Background: an optimization exercise with open tools, aiming at small area, a short achievable clock period and few clock cycles. Do not read the settings as production practice. The RTL was checked by simulation tests, not by an equivalence proof against the original design.

// multiplier
module multiplier ( input  wire clk, start, is_signed,
                    input  wire [31:0] a, b,
                    output wire [63:0] s,
                    output reg  done
                   );
  reg  [32:0] ar;             
  wire [32:0] ar_d;
  reg  [33:0] sr, cr;         
  reg  [31:0] l;              
  reg         ci;             
  reg  [7:0] plx, ply;      
  reg  [3:0] e1, e2, en;     
  reg         corr;           
  reg  [2:0] st;
  reg         cl;             
  reg         f0;             
  reg  [31:0] hr;             
  wire fin = (st == 3'd4);
  wire sq1 = sr[0] & ~f0;
  wire cq2 = cr[0] & ~f0;
  wire sq3 = sr[1] & ~f0;
  wire cq4 = cr[1] & ~f0;
  wire sq5 = sr[2] & ~f0;
  wire cq6 = cr[2] & ~f0;
  wire sq7 = sr[3] & ~f0;
  wire cq8 = cr[3] & ~f0;
  wire sq9 = sr[4] & ~f0;
  wire cq10 = cr[4] & ~f0;
  wire sq11 = sr[5] & ~f0;
  wire cq12 = cr[5] & ~f0;
  wire sq13 = sr[6] & ~f0;
  wire cq14 = cr[6] & ~f0;
  wire sq15 = sr[7] & ~f0;
  wire cq16 = cr[7] & ~f0;
  wire sq17 = sr[8] & ~f0;
  wire cq18 = cr[8] & ~f0;
  wire sq19 = sr[9] & ~f0;
  wire cq20 = cr[9] & ~f0;
  wire sq21 = sr[10] & ~f0;
  wire cq22 = cr[10] & ~f0;
  wire sq23 = sr[11] & ~f0;
  ...
Settings: LEC_CHECK=0, CAP_MARGIN=20, CORE_MARGIN=2, CORE_UTILIZATION=50, SETUP_SLACK_MARGIN=2.7, SLEW_MARGIN=20, SYNTH_HIERARCHICAL=1; clock period 6.0 ns.
standard.sh (not shown) runs the stock make flow with config.mk's settings and CLKGATE_MAP_FILE= SYNTH_SCRIPT=/design/flow/synth_recipe.tcl, a recipe that flattens the netlist after the stock synthesis.
==> flow/flow/run.sh <==
#!/bin/bash
# The standard layout, with faster port buffers (buf_2 instead of the
# default delay-cell buffer) so register-to-port paths are not limited by them.
set -euo pipefail
bash standard.sh "BUFFER_PORTS_ARGS=-buffer_cell sky130_fd_sc_hd__buf_2" finish > standard_flow.log 2>&1
The starting point finished clean.
Testbench counts at the start, summed over its fixed seeds: cycles 9,600.
==> next run, changes <==
- CORE_UTILIZATION: 50 -> 40
- SETUP_SLACK_MARGIN: 2.7 -> 3.6
After rerunning: The new run finished with timing, DRC and antenna clean. Area after synthesis stays the same. Fmax went up by 23%. Setup slack improves by 0.59 ns. Clock-buffer cell count went up by 1. Final cell count went up by 10%. Die area went up by 24%. Sequential share of layout area went down by 2.3 points. Wire length went up by 17%.

---

multiplier, a different RTL version from the one above (not shown whole).
clock: 6.0 ns
lec_check: 0
cap_margin: 20
core_margin: 2
core_utilization: 45
setup_slack_margin: 3.5
slew_margin: 20
synth_hierarchical: 1
Scripts as last shown in full above: flow/flow/run.sh
The first run went through all stages and came out clean.
Testbench counts at the start, summed over its fixed seeds: cycles 9,600.
Next try:
--- a/flow/config.mk
+++ b/flow/config.mk
@@ -11 +11 @@
-export SETUP_SLACK_MARGIN = 3.5
+export SETUP_SLACK_MARGIN = 3.3
Result: The new run ran to the end with no violations; final area falls by a few percent; first-iteration DRC count falls by roughly a tenth; worst setup slack gets worse by 0.047 ns; global-route usage falls by 1.2 points; sequential share of layout area rises by 1.4 points; critical path depth falls by 1.

---

Setup of fjord:
Another version of the RTL of multiplier (not shown whole).
For scale: roughly 1700 cells after synthesis, ~130 I/O pins, ~18000 um2 of cells after synthesis.
==> flow/config.mk <==
export PLATFORM = sky130hd
export DESIGN_NAME = multiplier
export DESIGN_NICKNAME = multiplier
export VERILOG_FILES = /design/flow/design.v
export SDC_FILE = /design/flow/constraint.sdc
export NUM_CORES = 4
export LEC_CHECK = 0
export CAP_MARGIN = 20
export CORE_MARGIN = 2
export CORE_UTILIZATION = 60
export PLACE_DENSITY = 0.75
export SETUP_SLACK_MARGIN = 3.6
export SLEW_MARGIN = 20
export SYNTH_HIERARCHICAL = 1
==> flow/constraint.sdc <==
create_clock -name core_clock -period 6.0 [get_ports {clk}]
set_input_delay 1.2000 -clock core_clock [delete_from_list [all_inputs] [get_ports {clk}]]
set_output_delay 1.2000 -clock core_clock [all_outputs]
set_load 0.01 [all_outputs]
Scripts as last shown in full above: flow/flow/run.sh
Testbench counts of fjord, summed over its fixed seeds: cycles 9,600.
### fjord -> delta
- a deleted PLACE_DENSITY that had been 0.75
- a change of SETUP_SLACK_MARGIN from 3.6 to 4.2
- a change of CORE_UTILIZATION from 60 to 40
[summary]
delta has more setup slack than fjord.
Summary: with fjord as the reference, met3 wirelength from detailed routing in delta moved down by a few percent.
Number of instances on the worst hold path for delta: 1 down relative to fjord
Compared delta vs fjord, and clock network contribution to total cell area is down in delta.
Diff fjord -> delta | maximum achievable frequency | increase of about 2.4%
The following lists how yarrow was set up differently from delta:
==> flow/flow/run.sh <==
#!/bin/bash
# The standard layout, with faster port buffers (buf_2 instead of the
# default delay-cell buffer) and power recovery (downsizing of gates with
# slack) after global routing.
set -euo pipefail
bash standard.sh "BUFFER_PORTS_ARGS=-buffer_cell sky130_fd_sc_hd__buf_2" RECOVER_POWER=100 finish > standard_flow.log 2>&1
Findings:
No crash in yarrow: every stage finished, but the layout fails its final checks due to capacitance limit, slew limit.
yarrow vs delta: combined buffer and inverter count along the critical path up in yarrow
Setup slack: yarrow lower than delta
Launch point of the worst path: start -> yarrow, e1[0] -> delta
As far as hold buffer count at cts goes, yarrow and delta are indistinguishable; the numbers are identical.
Inputs modified between yarrow and willow:
- changing SETUP_SLACK_MARGIN from 4.2 to 3.6
==> flow/flow/run.sh <==
#!/bin/bash
# The standard layout, with faster port buffers (buf_2 instead of the
# default delay-cell buffer) so register-to-port paths are not limited by them.
set -euo pipefail
bash standard.sh "BUFFER_PORTS_ARGS=-buffer_cell sky130_fd_sc_hd__buf_2" finish > standard_flow.log 2>&1
[summary]
Lower combined area of the multi-input logic cells goes to willow over yarrow. yarrow has higher first-iteration DRC count than willow. willow vs yarrow: critical path required time up in willow. yarrow finished all stages; however, its layout fails the closing checks, the failures being capacitance limit, slew limit. The flow did not stop early for willow: all stages ran, and the layout cleared the timing, DRC and antenna checks. Compared with yarrow, in willow cell depth of the worst flop-to-flop path rose 1, top achievable clock speed rose 60%, total length of routed met2 wires fell 11%. Looking at area added between synthesis and finish across willow and yarrow, the one that comes out higher is yarrow.

[afterwards: timing with drivers on the ports]
How much do the figures lean on ideal ports? The routed layouts below were timed once more, with nothing changed but the port constraints. Step 1, drivers: a clkbuf_16 drives clk and a buf_2 each remaining input, both assumed. Step 2 adds t to the input delays and takes it off the output delays; t is the mean of the earliest and latest rising clock arrival at the registers after step 1. Input paths then give back, and output paths get back, about the clock's delay inside the block. Slacks: no drivers / after step 1 / after step 2; pairs: no drivers / after step 1.
run | t (ns) | setup WS [ns] | hold WS [ns]
the first run of note 1 | 0.514 | 2.890 / 2.890 / 2.890 | 0.533 / 0.533 / 0.533
the second run of note 1 | 0.525 | 3.476 / 3.476 / 3.177 | 0.542 / 0.542 / 0.542
the first run of note 2 | 0.517 | 3.480 / 3.480 / 3.159 | 0.538 / 0.538 / 0.538
the second run of note 2 | 0.515 | 3.432 / 3.432 / 3.125 | 0.541 / 0.541 / 0.541
fjord | 0.502 | 3.471 / 3.471 / 3.145 | 0.553 / 0.553 / 0.553
delta | 0.536 | 3.530 / 3.530 / 3.447 | 0.594 / 0.594 / 0.594
yarrow | 0.536 | 2.037 / 1.851 / 1.315 | 0.574 / 0.574 / 0.574
willow | 0.533 | 3.517 / 3.517 / 3.181 | 0.520 / 0.520 / 0.520
The setup slack of yarrow, which loses most, moves by -0.186 ns with the drivers and by -0.722 ns with both steps.
